What follows belongs to an exercise in optimizing a design on an open flow for small area, a short achievable clock period and few clock cycles; a production flow would make more cautious choices.
In this exercise RTL edits were held to simulation tests only and were not proved equivalent to the original.

**design/flow/config.mk**
```make
export PLATFORM = sky130hd
export DESIGN_NAME = cordic
export DESIGN_NICKNAME = cordic
export VERILOG_FILES = /design/flow/design.v
export SDC_FILE = /design/flow/constraint.sdc
export NUM_CORES = 4
export LEC_CHECK = 0
export CAP_MARGIN = 20
export CORE_MARGIN = 2
export CORE_UTILIZATION = 40
export CTS_CLUSTER_DIAMETER = 100
export CTS_CLUSTER_SIZE = 30
export SETUP_SLACK_MARGIN = 5
export SLEW_MARGIN = 20
```
**design/flow/constraint.sdc**
```tcl
create_clock -name core_clock -period 10.0 [get_ports {i_clk}]
set_input_delay 2.0000 -clock core_clock [delete_from_list [all_inputs] [get_ports {i_clk}]]
set_output_delay 2.0000 -clock core_clock [all_outputs]
set_load 0.01 [all_outputs]
```
**design/flow/design.v**
```verilog
module fxp_smul
#( parameter QINT=8,
    parameter QFRAC=16)
(out, a, b);
    localparam BIT_WIDTH = QINT + QFRAC; 
    output signed [BIT_WIDTH-1:0] out;
    input signed [BIT_WIDTH-1:0] a;
    input signed [BIT_WIDTH-1:0] b;
    wire [BIT_WIDTH*2-1:0] mul_out;
    assign mul_out = a * b;
    assign out = {mul_out[BIT_WIDTH*2-1],mul_out[BIT_WIDTH*2-QINT-2:QFRAC]};
endmodule
module cordic(i_clk, i_rst, i_en, o_vld, o_cosine, o_sine, i_theta);
    input i_clk;
    input i_rst;
    input i_en;
    input signed [23:0] i_theta;
    output signed [23:0] o_cosine;
    output signed [23:0] o_sine;
    output o_vld;
    localparam W = 19;
    localparam R = 21;
    reg signed [W-1:0] r1, r2, q;
    reg signed [R-1:0] p;        
    reg [1:0]          mode;     
    reg [5:0]          cnt;      
    reg                busy;
    reg                lst;      
    reg                rw;       
    reg                dbl;      
    reg [3:0]          sh1;      
    reg [3:0]          sh2n;     
    reg                i1, i2;   
    reg                ip;       
    reg                m1;       
    reg                vld;
    assign o_vld = vld;
    assign o_cosine = {{6{r2[W-1]}}, r2[W-1:1]};
    assign o_sine   = {{6{r1[W-1]}}, r1[W-1:1]};
    wire [4:0] ai = cnt[5:1];
    wire [16:0] ang =
        ai == 5'd0  ? (dbl ? 17'h1921e : 17'h0) :
        ai == 5'd1  ? 17'h76b1 :
        ai == 5'd2  ? 17'h3eb6 :
        ai == 5'd3  ? 17'h1fd5 :
        ai == 5'd4  ? 17'h0ffa :
        ai == 5'd5  ? 17'h07ff :
        ai == 5'd6  ? 17'h03ff :
        ai == 5'd7  ? 17'h01ff :
        ai == 5'd8  ? 17'h00ff :
        ai == 5'd9  ? 17'h007f :
        ai == 5'd10 ? 17'h003f :
        ai == 5'd11 ? 17'h001f :
        ai == 5'd12 ? 17'h0010 :
        ai == 5'd13 ? 17'h0008 :
        ai == 5'd14 ? 17'h0004 : 17'h0000;
    wire signed [W-1:0] a1 = rw ? r1 : q;
    wire signed [W-1:0] a2 = rw ? r2 : p[W-1:0];
    wire signed [W-1:0] s1 = (i1 ? ~r2 : r2) >>> sh1;
    wire signed [W-1:0] s2 = (i2 ? ~r1 : r1) >>> (~sh2n);
    wire c1 = (rw & i1) | (m1 & ~|r2[1:0]);
    wire c2 = (rw & i2) | (m1 & ~|r1[1:0]);
    wire [W:0]  t1 = {a1, c1} + {s1, c1};
    wire [W:0]  t2 = {a2, c2} + {s2, c2};
    wire [R:0]  tp = {p, ip} + {ip ? ~{4'd0, ang} : {4'd0, ang}, ip};
    wire signed [W-1:0] n1 = t1[W:1];
    wire signed [W-1:0] n2 = t2[W:1];
    wire signed [R-1:0] pa = tp[R:1];
    wire pn = mode[1] ? (pa[R-1] | (mode[0] & ~pa[R-2])) : mode[0];
    wire [4:0] th = i_theta[23:19];
    wire [1:0] mode0 = th == 5'd0 ? 2'b10 : th == 5'h1f ? 2'b11 : {1'b0, i_theta[23]};
    wire d0n = i_theta[23];
    wire d1n = d0n ? (i_theta < -24'sd51471) : (i_theta < 24'sd51471);
    wire [W-1:0] pe = i_en ? i_theta[W-1:0] : pa[W-1:0];
    wire [5:0] cn = cnt + 6'd1;
    wire       rn = cn < 6'd30;    
    wire [3:0] shn = rn ? cn[4:1] : (cn == 6'd34 ? 4'd4 : 4'd2);
    wire       minv = cn != 6'd34;
    wire       sub1 = pn ^ cn[0];
    always @(posedge i_clk) begin
        if (i_rst) begin
            busy <= 1'b0;
            vld  <= 1'b0;
        end else if (i_en) begin
            busy <= 1'b1;
            vld  <= 1'b0;
        end else begin
            vld <= busy && cnt == 6'd35;
            if (busy && cnt == 6'd35) busy <= 1'b0;
        end
        if (lst) q <= n1;
        p[W-1:0] <= (lst & ~i_en) ? n2 : pe;
        if (i_en) begin
            r1   <= 19'sh10000;
            r2   <= d0n ? -19'sh10000 : 19'sh10000;
            p[R-1:W] <= 2'b00;
            mode <= mode0;
            dbl  <= d0n == d1n;
            cnt  <= 6'd1;
            lst  <= 1'b0;
            rw   <= 1'b1;
            sh1  <= 4'd0;
            sh2n <= 4'd15;
            i1   <= ~d1n;
            i2   <=  d1n;
            ip   <= ~d0n;
            m1   <= 1'b0;
        end else begin
            cnt <= cn;
            r1 <= n2;
            r2 <= n1;
            p[R-1:W] <= pa[R-1:W];
            lst  <= cn == 6'd29;
            rw   <= rn;
            sh1  <= shn;
            sh2n <= ~shn;
            i1   <= rn ?  sub1 : minv;
            i2   <= rn ? ~sub1 : minv;
            ip   <= rn & ~pn;
            m1   <= cn == 6'd30;
        end
    end
endmodule
```
**design/flow/flow/run.sh**
```bash
#!/bin/bash
# The standard layout (the standard.sh), except that the port buffers
# buffer_ports inserts are buf_1 cells instead of the larger delay buffers it
# picks by default (every port still gets one), and repair_timing aims at a
# setup slack margin of 6.0 ns.
set -euo pipefail
export BUFFER_PORTS_ARGS="-buffer_cell sky130_fd_sc_hd__buf_1"
bash standard.sh SETUP_SLACK_MARGIN=6.0 finish > standard_flow.log 2>&1
```
**design/flow/standard.sh**
```bash
#!/bin/bash
# synth_recipe.tcl (not shown) runs the flow's synth.tcl, then flattens the netlist and writes it again
# the make line also repeats each setting of config.mk as NAME=value (left out here)
make -C /OpenROAD-flow-scripts/flow DESIGN_CONFIG=/design/flow/config.mk WORK_HOME=/design/flow/orfs CLKGATE_MAP_FILE= SYNTH_SCRIPT=/design/flow/synth_recipe.tcl "${@:-finish}"
```
==> results of run 1 <==
[worst min path at each step]
stage | to | startpoint | cells past startpoint
4_1_cts | cnt[0] | cnt[0] | 1
6_report | cnt[0] | cnt[0] | 1
3_5_place_dp | cnt[0] | cnt[0] | 1
2_1_floorplan | cnt[0] | cnt[0] | 1
5_1_grt | cnt[0] | cnt[0] | 1
3_3_place_gp | cnt[0] | cnt[0] | 1
[through the flow]
stage / setup WS (ps) / cell area [um2] / hold slack [ps]
6_report: 6040 / 10200 / 456
5_1_grt: 5900 / 10200 / 467
4_1_cts: 5990 / 9890 / 455
3_5_place_dp: 5020 / 9480 / 439
3_3_place_gp: 5100 / 9480 / 435
2_1_floorplan: 6030 / 9340 / 413
[layout by cell type (no fill, tap or decap), drive strengths merged, types with 8 or more instances in the layout]
master,n
ha,59
a31oi,9
xor2,41
o21a,15
a21o,23
nor2,97
dfxtp,81
inv,33
nand2b,9
a21oi,82
and2,26
nand2,71
mux4,18
buf,107
clkbuf,11
o21ai,63
edfxtp,22
nor2b,13
mux2,49
a211oi,16
nor3,22
nand3,10
and3,8
xnor2,70
mux2i,48
[cells by family (layout without fill, tap and decap cells)]
family	after synthesis	in the layout	share of synthesized area, %
and+or+nand+nor	292	292	14.9
AOI/OAI and AO/OA	270	270	18.9
buffers and inverters	137	156	7.56
muxes	115	115	15.4
xor gates and xnor gates	111	111	10.4
DFF	103	103	24.5
adders and majority gates	61	61	8.34
[worst register-to-register path: cells and delay by family, from the launching register on]
| family | cells | cell delay [ps] |
|---|---|---|
| DFF | 1 | 380 |
| AOI/OAI and AO/OA | 7 | 1640 |
| buffers and inverters | 2 | 230 |
| muxes | 4 | 1070 |
| adders and majority gates | 1 | 260 |
| xor gates and xnor gates | 2 | 250 |
[synth_stat cells, types with 4 or more instances]
library cell / count
edfxtp_1: 22
or3_1: 7
and2_1: 26
buf_1: 13
nor2b_1: 13
a311oi_1: 4
mux2_2: 48
nor3_1: 22
and3_1: 8
a21oi_1: 79
a21boi_0: 5
nor4_1: 5
o211ai_1: 5
a21o_1: 23
a31oi_1: 9
a211oi_1: 14
a22oi_1: 4
dfxtp_1: 81
o21a_1: 15
or2_2: 6
ha_1: 59
inv_1: 30
mux2i_1: 48
xnor2_1: 70
o22ai_1: 4
nor2_1: 97
a211o_1: 5
xor2_1: 41
mux4_2: 18
nand4_1: 5
nand2_1: 71
buf_4: 48
o21ai_0: 61
clkbuf_1: 40
nand2b_1: 9
nand3_1: 10
a221o_1: 5
o21bai_1: 7
[per-layer routing]
metal	track usage [%]	up-vias	wire length, um
met1	28.3	3769	12200
met2	36.6	154	12700
met5	0	-	0
met4	5.42	0	348
li1	-	3897	-
met3	3.77	19	1030
[state kept, by name, summed over array words and instances (netlist names), 2 cells and up]
register and flops:
r2 19, r1 19, sh1 4, q 19, sh2n 4, p 21
cnt 6, mode 2
[repair_timing]
| item | in CTS | in global routing |
|---|---|---|
| resized for setup | 24 | 57 |
| setup endpoints to repair | 49 | 32 |
| pin swaps | 0 | 21 |
| gates cloned | 0 | 0 |
| setup buffers | 6 | 20 |
[layout make-up]
type	count	area, um2
Fill cell	2273	12500
Multi-Input combinational cell	849	6540
Sequential cell	103	2320
Timing Repair Buffer	108	542
Tap cell	313	392
Clock buffer	10	239
Inverter	32	120
Clock inverter	6	82.6
==> flow_summary.yaml, run 1 <==
clock_tree:
  clockBufferDepth: 2
  root_buffer: "clkbuf_16"
  hold_buffers: 0
  htree_levels: 3
  cts_made_buffers: 9
  clock_latency_ps: 360
  cts_sinks: 103
  clk_pin_slew_ps: 70
  cts_tree: "done"
die:
  core_area_um2: 22800
  rows: 55
  start_util_pct: 41.0
  die_h_um: 157
  io_pins: 76
  die_w_um: 157
  die-area_um2: 24600
critical_path:
  crit_path_max_incr_delay_ps: 530
  critPathKind: "reg -> reg"
  reg2regPathDepth: 16
  endpoint_kind: "register"
  reg2reg_from: "sh1[0]"
  crit_path_end: "r2[18]"
  cp_slowest_cell: "mux4_2"
  cp.arrival_ps: 4210
  startpoint_type: "register"
  timing.rr.end: "r2[18]"
  crit_start: "sh1[0]"
  path_max_fanout: 5
  required_ps: 10250
  cp_top_family: "compound AO/OA/AOI/OAI gates"
  crit_buf_inv: 2
  crit_cells: 16
  path_cells: "buf_6 -> buf_6 -> mux4_2 -> mux2i_1 -> xor2_1 -> mux2i_1 -> ha_2 -> a211oi_4 -> a2111oi_4 -> o311a_4 -> o41a_1 -> a21oi_2 -> a21oi_1 -> a21oi_2 -> xnor2_1 -> mux2_4"
  rrSetupSlack_ps: 6040
global_routing:
  overflow: 0
  grt_max_degree: 57
  grt_pass1_wl_um: 40700
  antenna_found_initial: 0
  grt_use_total_pct: 21.6
  first_global_vias: 7383
detailed_routing:
  vias: 7839
  routed_wl_um: 26300
  first_iter_violations: 445
  vias_per_cell: 5.52
  wire_per_inst_um: 18.5
  firstDrtPassIters: 4
  drc: 0
  ant_nets: 0
timing:
  tightest_slew_ps: 1010
  setup_viol: 0
  finalCriticalPeriod_ps: 3960
  slew_viol_final: 0
  final.setup.tns_ps: 0
  fin_crit_sh_pct: 39.6
  fin_skew_ps: 5.94
  rsz0062_at_grt: "true"
  hold_viol: 0
  slew_headroom_pct: 32.3
  fmax_mhz: 253
synthesis:
  synth_top_flop_cell: "dfxtp_1"
  yosysTopAreaCell: "dfxtp_1"
  ys_seq_area_share_pct: 24.5
  ys_async_sr_fraction_pct: 0
  yosys_warnings: 1
  synthTopCellsByArea: "dfxtp_1, ha_1, edfxtp_1, xnor2_1, mux2_2"
  ys_ff_latch: 103
  syn_avg_cell_area_um2: 8.57
  syn_inst: 1089
  synth-edff-count: 22
  syn_area_um2: 9330
  synth_nets: 1177
  yosysTopAreaCellShare_pct: 17.4
  ys_types: 71
status:
  status: "timing/DRC/antenna clean"
layout:
  fin_cells: 1421
  nets: 1191
  layout-drive-gt1-share_pct: 16.8
  area_growth_pct: 9.58
  antennaDiodeCount: 0
  final_util_pct: 44.9
place:
  dp_hpwl_um: 19600
  io_buffers: 75
  place_inst: 1379
  gp_congestion: 0.844
min_path:
  hold_class: "reg -> reg"
flow_run:
  max_cap_viol_count: 0
Testbench counts, summed over its fixed seeds: cycles 73,736.
==> run 2: changes to the inputs <==
==> design/flow/flow/run.sh (replaced) <==
#!/bin/bash
# The standard layout (the standard.sh), except that the port buffers
# buffer_ports inserts are buf_1 cells instead of the larger delay buffers it
# picks by default (every port still gets one), and repair_timing aims at a
# setup slack margin of 6.8 ns.
set -euo pipefail
export BUFFER_PORTS_ARGS="-buffer_cell sky130_fd_sc_hd__buf_1"
bash standard.sh SETUP_SLACK_MARGIN=6.8 finish > standard_flow.log 2>&1
--- a/design/flow/config.mk
+++ b/design/flow/config.mk
@@ -6,9 +6,8 @@
 export NUM_CORES = 4
 export LEC_CHECK = 0
+export ABC_AREA = 1
 export CAP_MARGIN = 20
 export CORE_MARGIN = 2
 export CORE_UTILIZATION = 40
-export CTS_CLUSTER_DIAMETER = 100
-export CTS_CLUSTER_SIZE = 30
 export SETUP_SLACK_MARGIN = 5
 export SLEW_MARGIN = 20
==> run 2 against run 1 <==
Net effect: non-clock buffer count up 69; setup slack improved by 670 ps; clock skew is 2.8 ps higher; die area grew 0.72%; cell area rose by 21%.
==> flow_summary.yaml, run 2 <==
layout:
  nets: 1591
  antennaDiodeCount: 0
  final_area_um2: 12400
  layout-drive-gt1-share_pct: 29.0
  final_common_cell: "nand2_1"
  area_growth_pct: 31.5
  top_register: "p"
  largest_reg_flops: 21
  layout_common_cells: "nand2_1, inv_1, nor2_1"
detailed_routing:
  first_iter_violations: 794
  firstDrtPassIters: 8
  drc: 0
  vias_per_cell: 5.27
  wire_per_inst_um: 17.4
  ant_nets: 0
  vias: 9622
  routed_wl_um: 31800
place:
  gp_congestion: 0.955
  io_buffers: 75
  placed_cell_area_um2: 9550
  dp_hpwl_um: 23600
synthesis:
  syn_area_um2: 9400
  yosysTopAreaCell: "dfxtp_1"
  yosysTopAreaCellShare_pct: 17.2
  yosys_warnings: 1
  ys_async_sr_fraction_pct: 0
  synth_top_flop_cell: "dfxtp_1"
  ys_seq_area_share_pct: 24.3
  syn_inst: 1408
  synth-edff-count: 22
  synth_nets: 1496
  synth_most_common_cell: "nand2_1"
  ys_types: 58
  synthTopCellsByArea: "dfxtp_1, nand2_1, o21ai_0, ha_1, edfxtp_1"
  ys_ff_latch: 103
  syn_avg_cell_area_um2: 6.68
  ys_top_cells_by_count: "nand2_1, o21ai_0, inv_1"
die:
  io_pins: 76
  start_util_pct: 40.4
  die_w_um: 157
  rows: 56
  core_area_um2: 23300
  die_h_um: 157
  die-area_um2: 24700
critical_path:
  cp.arrival_ps: 3540
  critPathKind: "reg -> reg"
  startpoint_type: "register"
  endpoint_kind: "register"
  crit_path_max_incr_delay_ps: 410
  crit_start: "i2"
  path_cells: "buf_12 -> buf_16 -> xnor2_1 -> nand2_1 -> o21ai_1 -> o21ai_0 -> a21oi_1 -> o21ai_0 -> ha_1 -> a21oi_2 -> nor2_1 -> o21ai_1 -> nand2_1 -> a21oi_2 -> inv_2 -> a21oi_4 -> o21bai_4 -> or2_1 -> nand3_1 -> nand3_1"
  required_ps: 10260
  path_max_fanout: 7
  reg2reg_from: "i2"
  cp_slowest_cell: "dfxtp_4"
status:
  status: "timing/DRC/antenna clean"
global_routing:
  grt_max_degree: 73
  overflow: 0
  grt_pass1_wl_um: 46400
  antenna_found_initial: 0
  first_global_vias: 8545
  grt_use_total_pct: 24.3
timing:
  fin_crit_sh_pct: 32.8
  fin_hold_ws_ps: 442
  rsz0062_at_grt: "true"
  slew_viol_final: 0
  hold_viol: 0
  tightest_slew_ps: 599
  finalCriticalPeriod_ps: 3280
  fmax_mhz: 305
  final.setup.tns_ps: 0
  slew_headroom_pct: 60.0
  fin_skew_ps: 8.76
  setup_viol: 0
clock_tree:
  clock_latency_ps: 360
  clockBufferDepth: 2
  cts_made_buffers: 9
  cts_tree: "done"
  root_buffer: "clkbuf_16"
  htree_levels: 3
  cts_sinks: 103
  clk_pin_slew_ps: 80
flow_run:
  max_cap_viol_count: 0
min_path:
  hold_class: "reg -> reg"
  holdCritStartpoint: "busy"
## run 2: changes by cell type after synthesis, sizes merged, moves of 13 or more
| cell | previous run | this run |
|---|---|---|
| nand2 | 71 | 360 |
| inv | 32 | 156 |
| o21ai | 63 | 162 |
| mux2 | 49 | 0 |
| mux2i | 48 | 7 |
| nand3 | 10 | 42 |
| and2 | 26 | 2 |
| mux4 | 18 | 0 |
| a21o | 23 | 6 |
| nor2 | 97 | 113 |
| xnor2 | 70 | 55 |
| nor2b | 13 | 0 |
## run 2: per-stage QoR
| stage | setup slack, ps | std cells | utilization, % |
|---|---|---|---|
| global route | 6550 | 1827 | 53.1 |
| global placement | 5710 | 1709 | 41.0 |
| detailed placement | 5640 | 1709 | 41.0 |
| floorplan | 6840 | 1408 | - |
| CTS | 6700 | 1781 | 46.6 |
| finish | 6720 | 1827 | 53.1 |
## run 2: cells by family after synthesis
family | share of synthesized area (%)
compound gates | 19.2
flops | 24.3
fa+ha+maj | 8.28
xor+xnor | 9.78
buf+inv | 12.4
simple gates | 25.3
mux | 0.745
## run 2: area by class of cell
type,instances,area [um2]
clock buffers,9,225
clock inverters,7,63.8
fillers,2266,10900
inverters,158,619
multi-input cells,1050,7420
flip-flops and latches,103,2340
well taps,319,399
repair buffers,177,1260
repair inverters,4,27.5
## run 2: worst paths after layout
check / end / slack (ps) / cells after the start
worst max-delay path: p[16] / 6720 / 20
worst min-delay path: vld / 440 / 2
worst max register to register: p[16] / 6720 / 20
worst min register to register: vld / 440 / 2
## run 2: metal layers
| metal | track usage (%) | vias up | part of all wire [%] |
|---|---|---|---|
| li1 | - | 4807 | - |
| met1 | 33.3 | 4454 | 44 |
| met2 | 40.2 | 321 | 48 |
| met3 | 2.92 | 40 | 5.7 |
| met4 | 6.97 | 0 | 2.3 |
| met5 | 0 | - | 0 |
## run 2: timing repair
action | CTS | global route
gates resized for setup | 203 | 260
cloned | 6 | 0
setup endpoints to repair | 78 | 55
setup buffers | 50 | 46
hold buffers | 0 | 0
pin swaps | 50 | 100
## run 2: critical path, delay by kind of cell (launching register included)
| family | cells | cell delay [ps] |
|---|---|---|
| xor gates and xnor gates | 1 | 190 |
| adders and majority gates | 1 | 230 |
| AOI/OAI and AO/OA | 9 | 1380 |
| buffers and inverters | 3 | 350 |
| and+or+nand+nor | 6 | 590 |
| DFF | 1 | 410 |
==> run 3: changes to the inputs <==
--- a/design/flow/config.mk
+++ b/design/flow/config.mk
@@ -12,2 +12,3 @@
 export SETUP_SLACK_MARGIN = 5
 export SLEW_MARGIN = 20
+export TNS_END_PERCENT = 0
==> run 3 against run 2 <==
Net effect: wire length decreased by 2.6%; clock-buffer cell count unchanged; first-iteration DRC count shrank 23%; non-clock buffer count fell by 24; cell area decreased by 8.8%; critical path type unchanged; largest cell class unchanged.
==> flow_summary.yaml, run 3 <==
layout:
  nFillCells: 2417
  final_common_cell: "nand2_1"
  largest_reg_flops: 21
  layout-drive-gt1-share_pct: 19.8
  area_growth_pct: 19.9
  fin_cells: 1802
  top_register: "p"
  nets: 1566
  multiInputGateArea_um2: 6660
  layout_common_cells: "nand2_1, inv_1, nor2_1"
  final_area_um2: 11300
  regArea_um2: 2330
  antennaDiodeCount: 0
min_path:
  holdCritStartpoint: "busy"
  whs_path_depth: 2
  hold_path_end: "vld"
  hold_class: "reg -> reg"
timing:
  setup_viol: 0
  finalCriticalPeriod_ps: 3330
  fmax_mhz: 301
  slew_viol_final: 0
  rsz0062_at_grt: "true"
  hold_viol: 0
  fin_skew_ps: 10.1
  final.setup.tns_ps: 0
  slew_headroom_pct: 60.0
  fin_crit_sh_pct: 33.3
  tightest_slew_ps: 600
die:
  die_w_um: 157
  die_h_um: 157
  die-area_um2: 24700
  core_area_um2: 23300
  rows: 56
  io_pins: 76
  start_util_pct: 40.4
clock_tree:
  clockBufferDepth: 2
  root_buffer: "clkbuf_16"
  cts_made_buffers: 9
  clk_pin_slew_ps: 70
  cts_tree: "done"
  cts_sinks: 103
  htree_levels: 3
  clock_latency_ps: 360
  hold_buffers: 0
critical_path:
  required_ps: 10300
  path_max_fanout: 5
  endpoint_kind: "register"
  reg2reg_from: "i2"
  rrSetupSlack_ps: 6670
  cp.arrival_ps: 3630
  timing.rr.end: "p[17]"
  critPathKind: "reg -> reg"
  reg2regPathDepth: 18
  startpoint_type: "register"
synthesis:
  yosys_warnings: 1
  synth_most_common_cell: "nand2_1"
  synth-edff-count: 22
  synth_nets: 1496
  syn_avg_cell_area_um2: 6.68
  ys_ff_latch: 103
  syn_area_um2: 9400
  ys_async_sr_fraction_pct: 0
  ys_top_cells_by_count: "nand2_1, o21ai_0, inv_1"
  yosysTopAreaCell: "dfxtp_1"
  syn_inst: 1408
  ys_seq_area_share_pct: 24.3
  ys_types: 58
  yosysTopAreaCellShare_pct: 17.2
  synthTopCellsByArea: "dfxtp_1, nand2_1, o21ai_0, ha_1, edfxtp_1"
  synth_top_flop_cell: "dfxtp_1"
detailed_routing:
  wire_per_inst_um: 17.2
  firstDrtPassIters: 5
  vias_per_cell: 5.30
  first_iter_violations: 609
  drc: 0
  ant_nets: 0
  routed_wl_um: 31000
  vias: 9543
global_routing:
  overflow: 0
  first_global_vias: 8575
  antenna_found_initial: 0
  grt_max_degree: 73
  grt_pass1_wl_um: 45700
  grt_use_total_pct: 24.0
flow_run:
  max_cap_viol_count: 0
place:
  io_buffers: 75
  placed_cell_area_um2: 9550
  dp_hpwl_um: 23700
  place_inst: 1709
  gp_congestion: 0.967
status:
  status: "timing/DRC/antenna clean"
## run 3: cell counts after synthesis
Identical to the previous run, type by type.
## run 3: worst max-delay path by stage
stage               startpoint    end  slack, ps  depth (start not counted)
floorplan                   i1  q[13]       6780                         17
global placement            i2  p[14]       5710                         18
detailed placement          i2  p[14]       5780                         18
CTS                 i_theta[7]     i1       6710                         13
global route                i1   q[8]       6520                         20
finish                      i2  p[17]       6670                         18
## run 3: layer usage
metal | share of wire (%) | vias to the layer above | GRT usage, % | wire length (um)
met1 | 45 | 4466 | 32.8 | 14000
met4 | 2.2 | 0 | 7.45 | 688
met3 | 5.6 | 41 | 3.44 | 1720
met2 | 47 | 294 | 39.2 | 14600
met5 | 0 | - | 0 | 0
li1 | - | 4742 | - | -
## run 3: repair_timing
| item | 4_1_cts | 5_1_grt |
|---|---|---|
| pin swaps | 19 | 85 |
| gates cloned | 3 | 0 |
| buffers inserted | 38 | 36 |
| gates resized for setup | 100 | 188 |
| endpoints found under the setup margin | 78 | 63 |
## run 3: critical path, cell delays in order, from the launching register on
cell	delay, ps
dfxtp_4	380
buf_12	140
xnor2_1	140
inv_1	60
o21ai_0	240
o21ai_0	130
a21oi_1	240
o21ai_1	130
ha_1	350
a21oi_2	210
o21ai_2	110
nand2_1	80
o211ai_1	120
buf_4	170
nand2_1	50
nand3_1	130
xor2_2	190
or2_2	300
nand3_1	90
## run 3: cell type report
type                    count  share of cell area (%)
repair inverters            3                   0.200
clock buffers               9                    2.00
well taps                 319                    3.54
multi-input cells        1050                    59.0
flip-flops and latches    103                    20.7
clock inverters             7                   0.488
repair buffers            153                    8.69
inverters                 158                    5.38
## run 3: stage by stage
stage               utilization (%)  setup slack, ps  hold WS (ps)
floorplan                         -             6780           413
global placement               41.0             5710           428
detailed placement             41.0             5780           435
CTS                            44.8             6710           447
global route                   48.5             6520           476
finish                         48.5             6670           440
## run 3: kinds of logic after synthesis
family / Yosys count / synth area share [%]
adders and majority gates: 61 / 8.28
muxes: 7 / 0.745
xor gates and xnor gates: 105 / 9.78
buffers and inverters: 255 / 12.4
AOI/OAI and AO/OA: 312 / 19.2
and+or+nand+nor: 565 / 25.3
DFF: 103 / 24.3
==> run 4: changes to the inputs <==
==> design/flow/flow/run.sh (replaced) <==
#!/bin/bash
# The standard layout (the standard.sh), except that the port buffers
# buffer_ports inserts are buf_1 cells instead of the larger delay buffers it
# picks by default (every port still gets one), and repair_timing aims at a
# setup slack margin of 7.1 ns.
set -euo pipefail
export BUFFER_PORTS_ARGS="-buffer_cell sky130_fd_sc_hd__buf_1"
bash standard.sh SETUP_SLACK_MARGIN=7.1 finish > standard_flow.log 2>&1
--- a/design/flow/config.mk
+++ b/design/flow/config.mk
@@ -12,3 +12,2 @@
 export SETUP_SLACK_MARGIN = 5
 export SLEW_MARGIN = 20
-export TNS_END_PERCENT = 0
==> run 4 against run 3 <==
Net effect: critical path depth rose by 5; setup slack improved by 64 ps; critical endpoint is now r1[16].
==> flow_summary.yaml, run 4 <==
status:
  status: "timing/DRC/antenna clean"
layout:
  final_area_um2: 13800
  multiInputGateArea_um2: 8100
  largest_reg_flops: 21
  antennaDiodeCount: 0
  top_register: "p"
  layout_common_cells: "nand2_1, buf_4, inv_1"
  nets: 1654
  final_common_cell: "nand2_1"
  regArea_um2: 2460
  nFillCells: 2016
  area_growth_pct: 46.8
  layout-drive-gt1-share_pct: 42.5
die:
  rows: 56
  io_pins: 76
  core_area_um2: 23300
  die_h_um: 157
  die-area_um2: 24700
  die_w_um: 157
  start_util_pct: 40.4
timing:
  hold_viol: 0
  final.setup.tns_ps: 0
  finalCriticalPeriod_ps: 3260
  rsz0062_at_grt: "true"
  setup_viol: 0
  slew_viol_final: 0
  fin_crit_sh_pct: 32.6
  slew_headroom_pct: 60.5
  fmax_mhz: 306
  tightest_slew_ps: 592
  fin_skew_ps: 12.0
detailed_routing:
  wire_per_inst_um: 18.5
  highest_layer: "met4"
  firstDrtPassIters: 5
  ant_nets: 0
  vias: 10200
  first_iter_violations: 894
  drc: 0
  drt-met1-wl_um: 15300
  vias_per_cell: 5.41
  routed_wl_um: 35000
  met2_length_um: 16700
  wl_met3_um: 1850
critical_path:
  reg2regPathDepth: 23
  cp.arrival_ps: 3490
  path_cells: "buf_12 -> xnor2_2 -> inv_1 -> nand2_1 -> o21ai_1 -> inv_1 -> o21ai_2 -> nand2_1 -> o21ai_2 -> nand2_1 -> nand2_2 -> ha_4 -> a21oi_2 -> inv_1 -> o21ai_1 -> nand2_1 -> a21oi_2 -> inv_2 -> a21oi_2 -> o21bai_1 -> or2_1 -> nand2_1 -> nand2_1"
  cp_slowest_cell: "dfxtp_4"
  required_ps: 10230
  path_max_fanout: 5
  startpoint_type: "register"
  rrSetupSlack_ps: 6740
  critPathKind: "reg -> reg"
  endpoint_kind: "register"
  timing.rr.end: "r1[16]"
  reg2reg_from: "i2"
  crit_top_cell: "nand2_1"
  crit_path_max_incr_delay_ps: 390
clock_tree:
  clk_pin_slew_ps: 80
  htree_levels: 3
  cts_made_buffers: 9
  clockBufferDepth: 2
  cts_tree: "done"
  root_buffer: "clkbuf_16"
  clock_latency_ps: 370
  cts_sinks: 103
global_routing:
  overflow: 0
  grt_use_total_pct: 26.1
  antenna_found_initial: 0
  grt_pass1_wl_um: 49700
  grt_max_degree: 73
  first_global_vias: 9288
synthesis:
  ys_async_sr_fraction_pct: 0
  yosys_warnings: 1
  synthTopCellsByArea: "dfxtp_1, nand2_1, o21ai_0, ha_1, edfxtp_1"
  ys_types: 58
  synth_nets: 1496
  syn_area_um2: 9400
  yosysTopAreaCell: "dfxtp_1"
  ys_ff_latch: 103
  syn_avg_cell_area_um2: 6.68
  ys_seq_area_share_pct: 24.3
  syn_inst: 1408
  synth_most_common_cell: "nand2_1"
  synth-edff-count: 22
  synth_top_flop_cell: "dfxtp_1"
  ys_top_cells_by_count: "nand2_1, o21ai_0, inv_1"
  yosysTopAreaCellShare_pct: 17.2
min_path:
  holdCritStartpoint: "busy"
  hold_path_end: "vld"
  whs_path_depth: 2
  hold_class: "reg -> reg"
place:
  dp_hpwl_um: 23500
  placed_cell_area_um2: 9670
  io_buffers: 75
  gp_congestion: 0.954
flow_run:
  max_cap_viol_count: 0
[run 4: cell counts after synthesis]
No cell type changed its count.
[run 4: per-stage QoR]
| stage | utilization, % | setup slack (ps) | std cells | hold WS [ps] |
|---|---|---|---|---|
| final | 59.3 | 6740 | 1890 | 442 |
| after global routing | 59.3 | 6510 | 1890 | 473 |
| after CTS | 51.9 | 6830 | 1832 | 441 |
| after detailed placement | 41.6 | 5990 | 1709 | 426 |
| after global placement | 41.6 | 6000 | 1709 | 429 |
| after floorplan | - | 6890 | 1408 | 413 |
[run 4: worst max-delay path by stage]
stage | start | to | slack (ps) | cells after the start
2_1_floorplan | i_theta[5] | i1 | 6890 | 12
4_1_cts | sh1[0] | r2[15] | 6830 | 19
6_report | i2 | r1[16] | 6740 | 23
3_5_place_dp | i1 | r2[16] | 5990 | 20
3_3_place_gp | i1 | r2[16] | 6000 | 20
5_1_grt | i1 | r2[15] | 6510 | 20
[run 4: timing repair]
| item | 4_1_cts | 5_1_grt |
|---|---|---|
| endpoints found under the setup margin | 135 | 117 |
| gates cloned | 8 | 1 |
| gates resized for setup | 424 | 274 |
| pin swaps | 119 | 146 |
| hold buffers | 0 | 0 |
| endpoints found under the hold margin | 0 | 0 |
| buffers inserted | 99 | 57 |
[run 4: layer usage]
metal	vias up	GRT usage [%]
met5	-	0
met4	0	8.57
met1	4871	34.5
met2	370	43.9
li1	4911	-
met3	73	3.52
[run 4: logic make-up (layout without fill, tap and decap cells)]
group                    Yosys count  count (layout)  share of synthesized area [%]
adder cells (fa/ha/maj)           61              61                           8.28
AND/OR/NAND/NOR                  565             565                           25.3
multiplexers                       7               7                          0.745
XOR/XNOR                         105             105                           9.78
AO/OA/AOI/OAI                    312             312                           19.2
buffers and inverters            255             418                           12.4
flip-flops                       103             103                           24.3
[run 4: worst max-delay path, delay by kind of cell, from the launching register on]
kind,cells,cell delay (ps)
adder cells (fa/ha/maj),1,240
flip-flops,1,390
buffers and inverters,5,460
XOR/XNOR,1,130
AO/OA/AOI/OAI,8,1140
AND/OR/NAND/NOR,8,770
[run 4: final cells by class]
cell class | count | area share [%]
Clock buffer | 9 | 1.63
Clock inverter | 7 | 0.399
Inverter | 158 | 4.51
Multi-Input combinational cell | 1050 | 58.7
Sequential cell | 103 | 17.8
Tap cell | 319 | 2.89
Timing Repair Buffer | 236 | 13.6
Timing Repair inverter | 8 | 0.435
==> run 5: changes to the inputs <==
==> design/flow/flow/run.sh (replaced) <==
#!/bin/bash
# The standard layout (the standard.sh), except that the port buffers
# buffer_ports inserts are buf_1 cells instead of the larger delay buffers it
# picks by default (every port still gets one), and repair_timing aims at a
# setup slack margin of 6.5 ns.
set -euo pipefail
export BUFFER_PORTS_ARGS="-buffer_cell sky130_fd_sc_hd__buf_1"
bash standard.sh SETUP_SLACK_MARGIN=6.5 finish > standard_flow.log 2>&1
==> run 5 against run 4 <==
Net effect: worst hold slack improved by 2.4 ps; clock skew decreased by 5.7 ps; critical path depth decreased by 3; cell area decreased by 23%; critical endpoint is now q[13]; still clean; critical path type unchanged; synthesized cell count unchanged; setup slack got worse by 87 ps; global-route usage decreased by 2.7 points; die area unchanged; clock-buffer cell count increased by 1.
==> flow_summary.yaml, run 5 <==
detailed_routing:
  wire_per_inst_um: 16.9
  drc: 0
  first_iter_violations: 736
  ant_nets: 0
  routed_wl_um: 29800
  vias_per_cell: 5.25
  vias: 9272
  firstDrtPassIters: 8
timing:
  fin_crit_sh_pct: 33.5
  fin_skew_ps: 6.34
  finalCriticalPeriod_ps: 3350
  rsz0062_at_grt: "true"
  hold_viol: 0
  final.setup.tns_ps: 0
  fmax_mhz: 298
  setup_viol: 0
  setup_ws_ps: 6650
  fin_hold_ws_ps: 445
  slew_viol_final: 0
  tightest_slew_ps: 577
  slew_headroom_pct: 61.5
layout:
  regArea_um2: 2320
  multiInputGateArea_um2: 6330
  layout_common_cells: "nand2_1, inv_1, o21ai_0"
  largest_reg_flops: 21
  nets: 1530
  final_util_pct: 45.7
  fin_cells: 1766
  nFillCells: 2479
  antennaDiodeCount: 0
  final_common_cell: "nand2_1"
  top_register: "p"
  layout-drive-gt1-share_pct: 13.3
  final_area_um2: 10600
  area_growth_pct: 13.0
synthesis:
  ys_ff_latch: 103
  yosysTopAreaCell: "dfxtp_1"
  ys_types: 58
  syn_avg_cell_area_um2: 6.68
  synth_most_common_cell: "nand2_1"
  synth_top_flop_cell: "dfxtp_1"
  ys_top_cells_by_count: "nand2_1, o21ai_0, inv_1"
  ys_async_sr_fraction_pct: 0
  syn_inst: 1408
  yosys_warnings: 1
  synthTopCellsByArea: "dfxtp_1, nand2_1, o21ai_0, ha_1, edfxtp_1"
  synth-edff-count: 22
  syn_area_um2: 9400
  ys_seq_area_share_pct: 24.3
  yosysTopAreaCellShare_pct: 17.2
  synth_nets: 1496
place:
  dp_hpwl_um: 23400
  place_inst: 1709
  io_buffers: 75
  gp_congestion: 0.936
  dpl_worst_slack_ps: 5720
  placed_cell_area_um2: 9540
critical_path:
  crit_path_max_incr_delay_ps: 420
  required_ps: 10110
  cp_slowest_cell: "dfxtp_4"
  rrSetupSlack_ps: 6650
  endpoint_kind: "register"
  path_cells: "clkinvlp_4 -> buf_4 -> nand2_1 -> o21ai_0 -> nand2_1 -> o21ai_0 -> nand2_1 -> o21ai_1 -> nand2_1 -> o21ai_0 -> ha_1 -> a21oi_2 -> o31ai_4 -> nand2_1 -> nand2_1 -> a21oi_2 -> o21ai_2 -> a21boi_2 -> xor2_1 -> inv_1"
  cp.arrival_ps: 3460
  path_max_fanout: 7
  startpoint_type: "register"
  critPathKind: "reg -> reg"
  crit_top_cell: "nand2_1"
clock_tree:
  cts_made_buffers: 9
  clk_pin_slew_ps: 70
  root_buffer: "clkbuf_16"
  cts_tree: "done"
  cts_sinks: 103
  clock_latency_ps: 360
  htree_levels: 3
  clockBufferDepth: 2
global_routing:
  grt_use_total_pct: 23.4
  grt_busiest_layer: "met2"
  overflow: 0
  grt_pass1_wl_um: 44700
  grt_max_degree: 73
  grt_use_met3_pct: 3.06
  first_global_vias: 8269
  grt_util_met1_pct: 32.7
  met2_usage_pct: 38.2
  antenna_found_initial: 0
die:
  core_area_um2: 23300
  die-area_um2: 24700
  rows: 56
  die_h_um: 157
  start_util_pct: 40.4
  die_w_um: 157
  io_pins: 76
status:
  status: "timing/DRC/antenna clean"
flow_run:
  max_cap_viol_count: 0
min_path:
  hold_class: "reg -> reg"
run 5: layout make-up:
class,instances,share of cell area (%)
Timing Repair inverter,4,0.259
Inverter,158,5.71
Clock inverter,6,0.871
Multi-Input combinational cell,1050,59.6
Clock buffer,10,2.15
Tap cell,319,3.76
Sequential cell,103,21.9
Timing Repair Buffer,116,5.79
run 5: cell families (layout without fill, tap and decap cells):
| logic type | after synthesis | count (layout) | share of synthesized area [%] |
|---|---|---|---|
| DFF | 103 | 103 | 24.3 |
| muxes | 7 | 7 | 0.745 |
| and+or+nand+nor | 565 | 565 | 25.3 |
| buffers and inverters | 255 | 294 | 12.4 |
| AOI/OAI and AO/OA | 312 | 312 | 19.2 |
| xor gates and xnor gates | 105 | 105 | 9.78 |
| adders and majority gates | 61 | 61 | 8.28 |
run 5: final timing paths:
path	startpoint	cells after the start	to
worst min-delay path	busy	2	vld
worst max-delay path	sh1[0]	20	q[13]
worst min register to register	busy	2	vld
worst max register to register	sh1[0]	20	q[13]
run 5: routing by layer:
layer	vias to the layer above	wire length, um
met5	-	0
met4	0	605
met3	39	1740
met2	303	13900
met1	4260	13600
li1	4670	-
run 5: what timing repair did:
action	CTS	global route
pin swaps	5	29
endpoints found under the setup margin	68	51
hold buffers	0	0
cloned	3	1
resized for setup	42	122
setup buffers	10	27
run 5: worst max-delay path, delay by kind of cell, from the launching register on:
kind,cells,cell delay [ps]
adder cells (fa/ha/maj),1,360
XOR/XNOR,1,220
buffers and inverters,3,360
flip-flops,1,420
AO/OA/AOI/OAI,9,1290
AND/OR/NAND/NOR,6,440
==> run 6: changes to the inputs <==
--- a/design/flow/config.mk
+++ b/design/flow/config.mk
@@ -12,2 +12,3 @@
 export SETUP_SLACK_MARGIN = 5
 export SLEW_MARGIN = 20
+export TNS_END_PERCENT = 0
==> run 6 against run 5 <==
Net effect: cell area is 0.66% lower; fmax about the same; non-clock buffer count down 8; sequential share of layout area grew 0.13 points; clock-buffer cell count is the same; first-iteration DRC count shrank 4.5%; synthesized area did not move; global-route usage is 0.13 points lower; critical path type unchanged; highest routed layer unchanged.
==> flow_summary.yaml, run 6 <==
timing:
  fmax_mhz: 298
  hold_viol: 0
  finalCriticalPeriod_ps: 3350
  slew_headroom_pct: 61.2
  setup_ws_ps: 6650
  tightest_slew_ps: 581
  fin_crit_sh_pct: 33.5
  fin_hold_ws_ps: 445
  fin_skew_ps: 5.50
  final.setup.tns_ps: 0
  setup_viol: 0
  rsz0062_at_grt: "true"
  slew_viol_final: 0
clock_tree:
  cts_made_buffers: 9
  cts_tree: "done"
  clk_pin_slew_ps: 70
  htree_levels: 3
  hold_buffers: 0
  cts_sinks: 103
  clock_latency_ps: 360
  root_buffer: "clkbuf_16"
  clockBufferDepth: 2
critical_path:
  crit_path_max_incr_delay_ps: 400
  startpoint_type: "register"
  critPathKind: "reg -> reg"
  cp.arrival_ps: 3660
  endpoint_kind: "register"
  cp_slowest_cell: "dfxtp_4"
  path_cells: "buf_6 -> xnor2_1 -> inv_1 -> nand2_1 -> o21ai_1 -> nand2_1 -> o21ai_0 -> nand2_1 -> o21ai_2 -> inv_1 -> o21ai_2 -> inv_1 -> fa_2 -> o31ai_4 -> nand2_1 -> nand2_2 -> a21oi_4 -> o21ai_2 -> a21boi_2 -> o21ai_2 -> xor2_2 -> and2_1"
  path_max_fanout: 7
  required_ps: 10300
synthesis:
  ys_seq_area_share_pct: 24.3
  synth_top_flop_cell: "dfxtp_1"
  synth_most_common_cell: "nand2_1"
  yosysTopAreaCellShare_pct: 17.2
  ys_async_sr_fraction_pct: 0
  syn_avg_cell_area_um2: 6.68
  yosysTopAreaCell: "dfxtp_1"
  syn_area_um2: 9400
  synth_nets: 1496
  yosys_warnings: 1
  ys_ff_latch: 103
  ys_types: 58
  synth-edff-count: 22
  syn_inst: 1408
  ys_top_cells_by_count: "nand2_1, o21ai_0, inv_1"
  synthTopCellsByArea: "dfxtp_1, nand2_1, o21ai_0, ha_1, edfxtp_1"
layout:
  largest_reg_flops: 21
  regArea_um2: 2320
  fin_cells: 1760
  final_util_pct: 45.4
  layout_common_cells: "nand2_1, inv_1, o21ai_0"
  top_register: "p"
  antennaDiodeCount: 0
  multiInputGateArea_um2: 6310
  nFillCells: 2497
  area_growth_pct: 12.3
  final_common_cell: "nand2_1"
  nets: 1524
  layout-drive-gt1-share_pct: 12.8
detailed_routing:
  firstDrtPassIters: 6
  first_iter_violations: 703
  ant_nets: 0
  routed_wl_um: 29800
  vias_per_cell: 5.25
  drc: 0
  vias: 9234
  wire_per_inst_um: 16.9
global_routing:
  grt_pass1_wl_um: 44400
  grt_busiest_layer: "met2"
  grt_use_met3_pct: 3.17
  grt_max_degree: 73
  met2_usage_pct: 37.8
  antenna_found_initial: 0
  overflow: 0
  grt_util_met1_pct: 32.5
  grt_use_total_pct: 23.3
  first_global_vias: 8200
die:
  die-area_um2: 24700
  rows: 56
  io_pins: 76
  die_w_um: 157
  core_area_um2: 23300
  die_h_um: 157
  start_util_pct: 40.4
place:
  dpl_worst_slack_ps: 5720
  place_inst: 1709
  io_buffers: 75
  dp_hpwl_um: 23400
  gp_congestion: 0.936
status:
  status: "timing/DRC/antenna clean"
flow_run:
  max_cap_viol_count: 0
min_path:
  hold_class: "reg -> reg"
-- run 6: final timing paths --
path         from  slack [ps]  endpoint  cells past startpoint
min reg2reg  busy         440       vld                      2
max            i1        6650    r2[15]                     22
min          busy         440       vld                      2
max reg2reg    i1        6650    r2[15]                     22
-- run 6: final cells by class --
cell class,count,area share [%]
Multi-Input combinational cell,1050,59.7
Sequential cell,103,22.0
Inverter,158,5.75
Timing Repair Buffer,108,5.30
Tap cell,319,3.78
Clock buffer,10,2.17
Clock inverter,6,0.877
Timing Repair inverter,6,0.403
-- run 6: stage by stage --
stage          cell area, um2
6_report                10600
4_1_cts                  9950
5_1_grt                 10600
3_5_place_dp             9540
3_3_place_gp             9540
2_1_floorplan            9400
-- run 6: worst max-delay path, delay by kind of cell, from the launching register on --
kind,cells,cell delay (ps)
AO/OA/AOI/OAI,9,1260
AND/OR/NAND/NOR,6,570
flip-flops,1,400
adder cells (fa/ha/maj),1,400
buffers and inverters,4,360
XOR/XNOR,2,290
-- run 6: per-layer routing --
metal,part of all wire (%),routed length (um),up-vias
li1,-,-,4657
met1,46,13800,4241
met2,46,13800,299
met3,5.3,1590,37
met4,2.0,600,0
met5,0,0,-
-- run 6: repair_timing --
action | 4_1_cts | 5_1_grt
setup endpoints to repair | 68 | 59
gates resized for setup | 21 | 149
gates cloned | 3 | 3
pin swaps | 0 | 32
setup buffers | 3 | 26
-- run 6: kinds of logic after synthesis --
logic type | share of synthesized area, %
AOI/OAI and AO/OA | 19.2
adders and majority gates | 8.28
and+or+nand+nor | 25.3
muxes | 0.745
buffers and inverters | 12.4
xor gates and xnor gates | 9.78
DFF | 24.3
==> run 7: changes to the inputs <==
--- a/design/flow/config.mk
+++ b/design/flow/config.mk
@@ -7,8 +7,8 @@
 export LEC_CHECK = 0
 export ABC_AREA = 1
-export CAP_MARGIN = 20
+export CAP_MARGIN = 5
 export CORE_MARGIN = 2
 export CORE_UTILIZATION = 40
 export SETUP_SLACK_MARGIN = 5
-export SLEW_MARGIN = 20
+export SLEW_MARGIN = 5
 export TNS_END_PERCENT = 0
==> run 7 against run 6 <==
Net effect: fmax unchanged; final cell count unchanged.
==> flow_summary.yaml, run 7 <==
clock_tree:
  cts_made_buffers: 9
  cts_sinks: 103
  clock_latency_ps: 360
  root_buffer: "clkbuf_16"
  clockBufferDepth: 2
  cts_tree: "done"
  htree_levels: 3
  clk_pin_slew_ps: 70
timing:
  fin_crit_sh_pct: 33.5
  setup_viol: 0
  fmax_mhz: 298
  tightest_slew_ps: 581
  rsz0062_at_grt: "true"
  setup_ws_ps: 6650
  hold_viol: 0
  slew_headroom_pct: 61.2
  fin_skew_ps: 5.50
  final.setup.tns_ps: 0
  slew_viol_final: 0
  finalCriticalPeriod_ps: 3350
critical_path:
  required_ps: 10300
  path_max_fanout: 7
  crit_path_max_incr_delay_ps: 400
  critPathKind: "reg -> reg"
  cp_slowest_cell: "dfxtp_4"
  endpoint_kind: "register"
  startpoint_type: "register"
  cp.arrival_ps: 3660
  path_cells: "buf_6 -> xnor2_1 -> inv_1 -> nand2_1 -> o21ai_1 -> nand2_1 -> o21ai_0 -> nand2_1 -> o21ai_2 -> inv_1 -> o21ai_2 -> inv_1 -> fa_2 -> o31ai_4 -> nand2_1 -> nand2_2 -> a21oi_4 -> o21ai_2 -> a21boi_2 -> o21ai_2 -> xor2_2 -> and2_1"
synthesis:
  yosys_warnings: 1
  ys_types: 58
  synth_nets: 1496
  synth_most_common_cell: "nand2_1"
  syn_avg_cell_area_um2: 6.68
  syn_area_um2: 9400
  synth-edff-count: 22
  ys_seq_area_share_pct: 24.3
  syn_inst: 1408
  ys_ff_latch: 103
  ys_top_cells_by_count: "nand2_1, o21ai_0, inv_1"
  synthTopCellsByArea: "dfxtp_1, nand2_1, o21ai_0, ha_1, edfxtp_1"
  ys_async_sr_fraction_pct: 0
  synth_top_flop_cell: "dfxtp_1"
  yosysTopAreaCell: "dfxtp_1"
  yosysTopAreaCellShare_pct: 17.2
global_routing:
  grt_use_total_pct: 23.3
  met2_usage_pct: 37.8
  grt_pass1_wl_um: 44400
  grt_max_degree: 73
  grt_busiest_layer: "met2"
  overflow: 0
  antenna_found_initial: 0
  first_global_vias: 8200
  grt_util_met1_pct: 32.5
  grt_use_met3_pct: 3.17
die:
  core_area_um2: 23300
  die_h_um: 157
  io_pins: 76
  die-area_um2: 24700
  rows: 56
  start_util_pct: 40.4
  die_w_um: 157
detailed_routing:
  ant_nets: 0
  firstDrtPassIters: 6
  vias_per_cell: 5.25
  routed_wl_um: 29800
  first_iter_violations: 703
  vias: 9234
  wire_per_inst_um: 16.9
  drc: 0
place:
  dp_hpwl_um: 23400
  io_buffers: 75
  dpl_worst_slack_ps: 5720
  gp_congestion: 0.936
  placed_cell_area_um2: 9540
flow_run:
  max_cap_viol_count: 0
layout:
  area_growth_pct: 12.3
  top_register: "p"
  nets: 1524
  layout_common_cells: "nand2_1, inv_1, o21ai_0"
  largest_reg_flops: 21
  final_area_um2: 10600
  antennaDiodeCount: 0
  final_common_cell: "nand2_1"
  layout-drive-gt1-share_pct: 12.8
status:
  status: "timing/DRC/antenna clean"
min_path:
  hold_class: "reg -> reg"
## run 7: cell counts after synthesis
No cell type changed its count.
## run 7: cells by family (layout without fill, tap and decap cells)
family / Yosys count / in the layout / synth area share, %
simple gates: 565 / 565 / 25.3
mux: 7 / 7 / 0.745
buf+inv: 255 / 288 / 12.4
fa+ha+maj: 61 / 61 / 8.28
xor+xnor: 105 / 105 / 9.78
compound gates: 312 / 312 / 19.2
flops: 103 / 103 / 24.3
## run 7: area by class of cell
class	instances	area, um2
clock inverters	6	92.6
inverters	158	607
repair buffers	108	559
clock buffers	10	229
repair inverters	6	42.5
multi-input cells	1050	6310
fillers	2497	12700
flip-flops and latches	103	2320
well taps	319	399
## run 7: per-layer routing
metal,vias to the layer above,part of all wire [%]
met3,37,5.3
met4,0,2.0
met5,-,0
met2,299,46
li1,4657,-
met1,4241,46
## run 7: per-stage QoR
stage	util (%)	std cells	hold WS (ps)
floorplan	-	1408	413
global placement	41.0	1709	430
detailed placement	41.0	1709	430
CTS	42.8	1731	446
global route	45.4	1760	480
finish	45.4	1760	445
## run 7: what timing repair did
action / CTS / global route
resized for setup: 21 / 149
cloned: 3 / 3
setup endpoints to repair: 68 / 59
hold endpoints to repair: 0 / 0
buffers inserted: 3 / 26
hold buffers: 0 / 0
pin swaps: 0 / 32
## run 7: worst paths after layout
check / depth (start not counted) / to / startpoint / slack (ps)
max: 22 / r2[15] / i1 / 6650
min: 2 / vld / busy / 440
max reg2reg: 22 / r2[15] / i1 / 6650
min reg2reg: 2 / vld / busy / 440
## run 7: critical path, delay by kind of cell, from the launching register on
family,cells,cell delay [ps]
AO/OA/AOI/OAI,9,1260
buffers and inverters,4,360
adder cells (fa/ha/maj),1,400
XOR/XNOR,2,290
AND/OR/NAND/NOR,6,570
flip-flops,1,400
==> run 8: changes to the inputs <==
--- a/design/flow/config.mk
+++ b/design/flow/config.mk
@@ -7,8 +7,9 @@
 export LEC_CHECK = 0
 export ABC_AREA = 1
-export CAP_MARGIN = 5
+export CAP_MARGIN = 20
 export CORE_MARGIN = 2
 export CORE_UTILIZATION = 40
+export CTS_BUF_LIST = sky130_fd_sc_hd__clkbuf_8
 export SETUP_SLACK_MARGIN = 5
-export SLEW_MARGIN = 5
+export SLEW_MARGIN = 20
 export TNS_END_PERCENT = 0
==> run 8 against run 7 <==
Net effect: still clean; register-to-register slack worse by 80 ps; critical path depth down 16; first-iteration DRC count up 4.3%; worst hold slack better by 4.6 ps; wire length down 1.5%; via count down 1.1%; critical path type is now in -> reg.
==> flow_summary.yaml, run 8 <==
status:
  status: "timing/DRC/antenna clean"
global_routing:
  grt_use_total_pct: 23.4
  overflow: 0
  grt_pass1_wl_um: 44700
  grt_max_degree: 73
  antenna_found_initial: 0
  first_global_vias: 8260
synthesis:
  synth-compound-area-share_pct: 19.2
  ys_types: 58
  synth_top_flop_cell: "dfxtp_1"
  synth_nets: 1496
  synth-xor-area-share_pct: 9.78
  ys_async_sr_fraction_pct: 0
  syn_area_um2: 9400
  ys_ff_latch: 103
  synth-edff-count: 22
  yosysTopAreaCellShare_pct: 17.2
  yosys_warnings: 1
  synth_most_common_cell: "nand2_1"
  yosys.area_share.adder_pct: 8.28
  yosysTopAreaCell: "dfxtp_1"
  synth_simple_gate_area_share_pct: 25.3
  synthTopCellsByArea: "dfxtp_1, nand2_1, o21ai_0, ha_1, edfxtp_1"
  synth_top_family_by_area: "simple AND/OR/NAND/NOR gates"
  syn_inst: 1408
  ys_top_cells_by_count: "nand2_1, o21ai_0, inv_1"
  ys_seq_area_share_pct: 24.3
  muxShareOfSynthArea_pct: 0.745
  syn_avg_cell_area_um2: 6.68
critical_path:
  required_ps: 10340
  cp_slowest_cell: "nor2_2"
  endpoint_kind: "register"
  reg2reg_from: "sh2n[0]"
  crit_path_max_incr_delay_ps: 440
  path_cells: "clkbuf_2 -> buf_4 -> nor2_2 -> clkinv_1 -> or2_2 -> nand3_1"
  path_max_fanout: 72
  crit_buf_inv: 3
  critPathKind: "in -> reg"
  cp_top_family: "simple AND/OR/NAND/NOR gates"
  reg2regPathDepth: 18
  crit_start: "i_en"
  timing.rr.end: "p[14]"
  startpoint_type: "input port"
  rrSetupSlack_ps: 6570
  cp.arrival_ps: 3770
die:
  rows: 56
  die-area_um2: 24700
  die_h_um: 157
  io_pins: 76
  die_w_um: 157
  core_area_um2: 23300
  start_util_pct: 40.4
clock_tree:
  cts_sinks: 103
  htree_levels: 3
  cts_made_buffers: 9
  clock_latency_ps: 390
  cts_tree: "done"
  clockBufferDepth: 2
  clk_pin_slew_ps: 100
  root_buffer: "clkbuf_8"
  hold_buffers: 0
layout:
  antennaDiodeCount: 0
  final_common_cell: "nand2_1"
  nets: 1516
  regArea_um2: 2320
  layout-drive-gt1-share_pct: 11.0
  nFillCells: 2521
  top_register: "p"
  area_growth_pct: 9.83
  multiInputGateArea_um2: 6220
  largest_reg_flops: 21
  final_area_um2: 10300
  layout_common_cells: "nand2_1, inv_1, o21ai_0"
timing:
  final.setup.tns_ps: 0
  slew_headroom_pct: 46.4
  rsz0062_at_grt: "true"
  hold_viol: 0
  fin_crit_sh_pct: 34.3
  tightest_slew_ps: 804
  setup_ws_ps: 6570
  fmax_mhz: 291
  fin_hold_ws_ps: 449
  slew_viol_final: 0
  fin_skew_ps: 5.61
  setup_viol: 0
  finalCriticalPeriod_ps: 3430
min_path:
  holdCritStartpoint: "busy"
  whs_path_depth: 2
  hold_class: "reg -> reg"
  hold_path_end: "vld"
detailed_routing:
  routed_wl_um: 29300
  firstDrtPassIters: 5
  vias_per_cell: 5.21
  drc: 0
  vias: 9134
  first_iter_violations: 733
  ant_nets: 0
  wire_per_inst_um: 16.7
place:
  io_buffers: 75
  gp_congestion: 0.936
  placed_cell_area_um2: 9540
  dp_hpwl_um: 23400
  dpl_worst_slack_ps: 5720
flow_run:
  max_cap_viol_count: 0
## run 8: cell counts after synthesis
No cell type changed its count.
## run 8: repair_timing
action,4_1_cts,5_1_grt
pin swaps,2,12
setup buffers,11,11
gates resized for setup,33,92
gates cloned,3,2
setup endpoints to repair,66,52
## run 8: cell type report
| class | count | share of cell area (%) |
|---|---|---|
| Inverter | 158 | 5.88 |
| Timing Repair inverter | 5 | 0.339 |
| Tap cell | 319 | 3.86 |
| Multi-Input combinational cell | 1050 | 60.2 |
| Clock buffer | 9 | 1.20 |
| Timing Repair Buffer | 101 | 5.06 |
| Sequential cell | 103 | 22.5 |
| Clock inverter | 7 | 0.933 |
## run 8: cells by family after synthesis
logic type	after synthesis
AND/OR/NAND/NOR	565
multiplexers	7
buffers and inverters	255
XOR/XNOR	105
adder cells (fa/ha/maj)	61
AO/OA/AOI/OAI	312
flip-flops	103
## run 8: worst register-to-register path, cell delays in order (launching register included)
cell and delay [ps]:
dfxtp_4 440, clkinvlp_4 120, buf_4 170, o21ai_0 260
o21ai_0 140, o21ai_0 290, nand2_1 130, ha_1 370
a21oi_2 190, inv_1 60, o21ai_1 130, nand2_1 90
a21oi_4 170, inv_1 90, a21oi_2 160, inv_1 60
or2_2 280, nand3_1 80, o211ai_1 80
## run 8: worst max-delay path by stage
stage | end | slack [ps] | cells past startpoint
5_1_grt | p[14] | 6330 | 18
2_1_floorplan | p[17] | 6760 | 5
4_1_cts | i2 | 6450 | 22
6_report | p[17] | 6570 | 6
3_5_place_dp | p[14] | 5720 | 18
3_3_place_gp | p[14] | 5720 | 18
## run 8: stage by stage
stage | utilization, % | cells
finish | 44.4 | 1752
global route | 44.4 | 1752
floorplan | - | 1408
CTS | 42.8 | 1739
global placement | 41.0 | 1709
detailed placement | 41.0 | 1709
## run 8: routing by layer
metal / vias to the layer above / global-route usage [%] / wire length, um
met5: - / 0 / 0
met4: 0 / 5.84 / 602
met3: 35 / 3.25 / 1610
met2: 270 / 38.1 / 13400
met1: 4189 / 32.6 / 13700
li1: 4640 / - / -
==> run 9: changes to the inputs <==
--- a/design/flow/config.mk
+++ b/design/flow/config.mk
@@ -10,5 +10,5 @@
 export CORE_MARGIN = 2
 export CORE_UTILIZATION = 40
-export CTS_BUF_LIST = sky130_fd_sc_hd__clkbuf_8
+export PLACE_DENSITY = 0.8
 export SETUP_SLACK_MARGIN = 5
 export SLEW_MARGIN = 20
==> run 9 against run 8 <==
Net effect: fmax up 0.90%; sequential cell count unchanged; first-iteration DRC count up 28%; sequential share of layout area down 0.40 points; global-route usage down 0.20 points; die area unchanged; clock-buffer cell count up 1.
==> flow_summary.yaml, run 9 <==
critical_path:
  crit_buf_inv: 3
  startpoint_type: "register"
  cp_slowest_cell: "dfxtp_4"
  path_max_fanout: 10
  required_ps: 10240
  crit_path_max_incr_delay_ps: 400
  cp.arrival_ps: 3640
  path_cells: "buf_6 -> xor2_1 -> nand2_1 -> o21ai_0 -> o21ai_0 -> a21oi_1 -> nand2_1 -> o21ai_1 -> ha_1 -> a21oi_2 -> o21a_1 -> nand2_1 -> a21oi_2 -> inv_2 -> a21oi_2 -> inv_1 -> or2_2 -> nand3_1 -> o211ai_1"
  cp_top_family: "compound AO/OA/AOI/OAI gates"
  endpoint_kind: "register"
  critPathKind: "reg -> reg"
synthesis:
  ys_ff_latch: 103
  synth_most_common_cell: "nand2_1"
  ys_top_cells_by_count: "nand2_1, o21ai_0, inv_1"
  yosys_warnings: 1
  syn_area_um2: 9400
  ys_types: 58
  synth_top_flop_cell: "dfxtp_1"
  ys_async_sr_fraction_pct: 0
  synth-edff-count: 22
  yosysTopAreaCellShare_pct: 17.2
  syn_avg_cell_area_um2: 6.68
  synthTopCellsByArea: "dfxtp_1, nand2_1, o21ai_0, ha_1, edfxtp_1"
  synth_nets: 1496
  yosysTopAreaCell: "dfxtp_1"
  syn_inst: 1408
  ys_seq_area_share_pct: 24.3
global_routing:
  first_global_vias: 8370
  overflow: 0
  grt_pass1_wl_um: 44500
  grt_use_total_pct: 23.2
  antenna_found_initial: 0
  grt_max_degree: 73
die:
  die_h_um: 157
  io_pins: 76
  die_w_um: 157
  start_util_pct: 40.4
  rows: 56
  die-area_um2: 24700
  core_area_um2: 23300
timing:
  fin_crit_sh_pct: 34.0
  setup_viol: 0
  fin_skew_ps: 11.1
  setup_ws_ps: 6600
  finalCriticalPeriod_ps: 3400
  slew_headroom_pct: 60.0
  fmax_mhz: 294
  final.setup.tns_ps: 0
  tightest_slew_ps: 600
  hold_viol: 0
  slew_viol_final: 0
  rsz0062_at_grt: "true"
clock_tree:
  clk_pin_slew_ps: 80
  cts_tree: "done"
  clockBufferDepth: 2
  cts_sinks: 103
  cts_made_buffers: 9
  clock_latency_ps: 360
  htree_levels: 3
  root_buffer: "clkbuf_16"
detailed_routing:
  wire_per_inst_um: 17.0
  drc: 0
  first_iter_violations: 936
  routed_wl_um: 30000
  ant_nets: 0
  vias_per_cell: 5.45
  vias: 9635
  firstDrtPassIters: 7
place:
  gp_congestion: 0.987
  dpl_worst_slack_ps: 5740
  io_buffers: 75
  placed_cell_area_um2: 9540
  dp_hpwl_um: 23000
layout:
  final_common_cell: "nand2_1"
  nFillCells: 2368
  regArea_um2: 2320
  final_area_um2: 10500
  nets: 1532
  layout_common_cells: "nand2_1, inv_1, o21ai_0"
  top_register: "p"
  multiInputGateArea_um2: 6240
  area_growth_pct: 11.6
  largest_reg_flops: 21
  layout-drive-gt1-share_pct: 11.8
  final_util_pct: 45.1
  antennaDiodeCount: 0
flow_run:
  max_cap_viol_count: 0
min_path:
  hold_class: "reg -> reg"
status:
  status: "timing/DRC/antenna clean"
[run 9: stage by stage]
stage	instances	hold slack [ps]
2_1_floorplan	1408	413
3_3_place_gp	1709	425
3_5_place_dp	1709	431
4_1_cts	1730	441
5_1_grt	1768	473
6_report	1768	437
[run 9: worst register-to-register path, stage by stage, from the launching register on]
cell	delay, ps
dfxtp_4	400
buf_6	200
xor2_1	200
nand2_1	80
o21ai_0	110
o21ai_0	170
a21oi_1	200
nand2_1	80
o21ai_1	130
ha_1	320
a21oi_2	180
o21a_1	140
nand2_1	70
a21oi_2	200
inv_2	70
a21oi_2	170
inv_1	70
or2_2	280
nand3_1	110
o211ai_1	90
[run 9: timing repair]
action / CTS / global route
hold buffers: 0 / 0
resized for setup: 21 / 118
setup endpoints to repair: 66 / 60
pin swaps: 0 / 30
cloned: 4 / 3
setup buffers: 1 / 35
[run 9: area by class of cell]
class / instances / share of cell area (%)
well taps: 319 / 3.80
multi-input cells: 1050 / 59.4
repair inverters: 7 / 0.477
clock buffers: 10 / 2.28
inverters: 158 / 5.78
clock inverters: 6 / 0.405
flip-flops and latches: 103 / 22.1
repair buffers: 115 / 5.77
[run 9: worst paths after layout]
check | cells past startpoint | start | end | slack [ps]
worst max-delay path | 19 | i2 | p[14] | 6600
worst min-delay path | 2 | busy | vld | 440
worst min register to register | 2 | busy | vld | 440
worst max register to register | 19 | i2 | p[14] | 6600
[run 9: cells by family (layout without fill, tap and decap cells)]
family                     Yosys count  count (layout)  synth area share (%)
DFF                                103             103                  24.3
muxes                                7               7                 0.745
xor gates and xnor gates           105             105                  9.78
buffers and inverters              255             296                  12.4
and+or+nand+nor                    565             565                  25.3
adders and majority gates           61              61                  8.28
AOI/OAI and AO/OA                  312             312                  19.2
[run 9: per-layer routing]
layer | vias to the layer above | wire length [um] | track usage (%)
li1 | 4692 | - | -
met1 | 4414 | 13000 | 32.5
met2 | 451 | 13400 | 36.6
met3 | 78 | 2550 | 3.14
met4 | 0 | 1070 | 7.79
met5 | - | 0 | 0

==> what the ideal ports hide <==
How much do the figures lean on ideal ports? The routed layouts below were timed once more, with nothing changed but the port constraints.
Step 1: set_driving_cell puts a clkbuf_16 on i_clk and a buf_2 on each other input, an assumption about the parent block.
Step 2 also shifts input and output timing later by t, the mid clock arrival at the registers, as if the neighbouring blocks saw the same clock.
a / b / c = ideal / step 1 / step 2; a / b = the first two.
run | t, ns | setup WS [ns] | worst setup path at the end | latest minus earliest clock arrival (ns)
run 1 | 0.407 | 6.043 / 6.043 / 6.043 | register to register | 0.006 / 0.006
run 2 | 0.409 | 6.718 / 6.718 / 6.446 | input to register | 0.010 / 0.009
run 3 | 0.404 | 6.673 / 6.673 / 6.286 | input to register | 0.010 / 0.011
run 4 | 0.400 | 6.737 / 6.737 / 6.421 | input to register | 0.013 / 0.013
run 5 | 0.396 | 6.650 / 6.650 / 6.356 | input to register | 0.006 / 0.007
run 6 | 0.397 | 6.649 / 6.649 / 6.319 | input to register | 0.006 / 0.005
run 7 | 0.397 | 6.649 / 6.649 / 6.319 | input to register | 0.006 / 0.005
run 8 | 0.423 | 6.565 / 6.566 / 6.159 | input to register | 0.006 / 0.005
run 9 | 0.396 | 6.596 / 6.596 / 6.256 | input to register | 0.012 / 0.012
After both steps setup and hold are still met in every run listed. The setup slack of run 8, which loses most, moves by +0.001 ns with the drivers and by -0.406 ns with both steps.
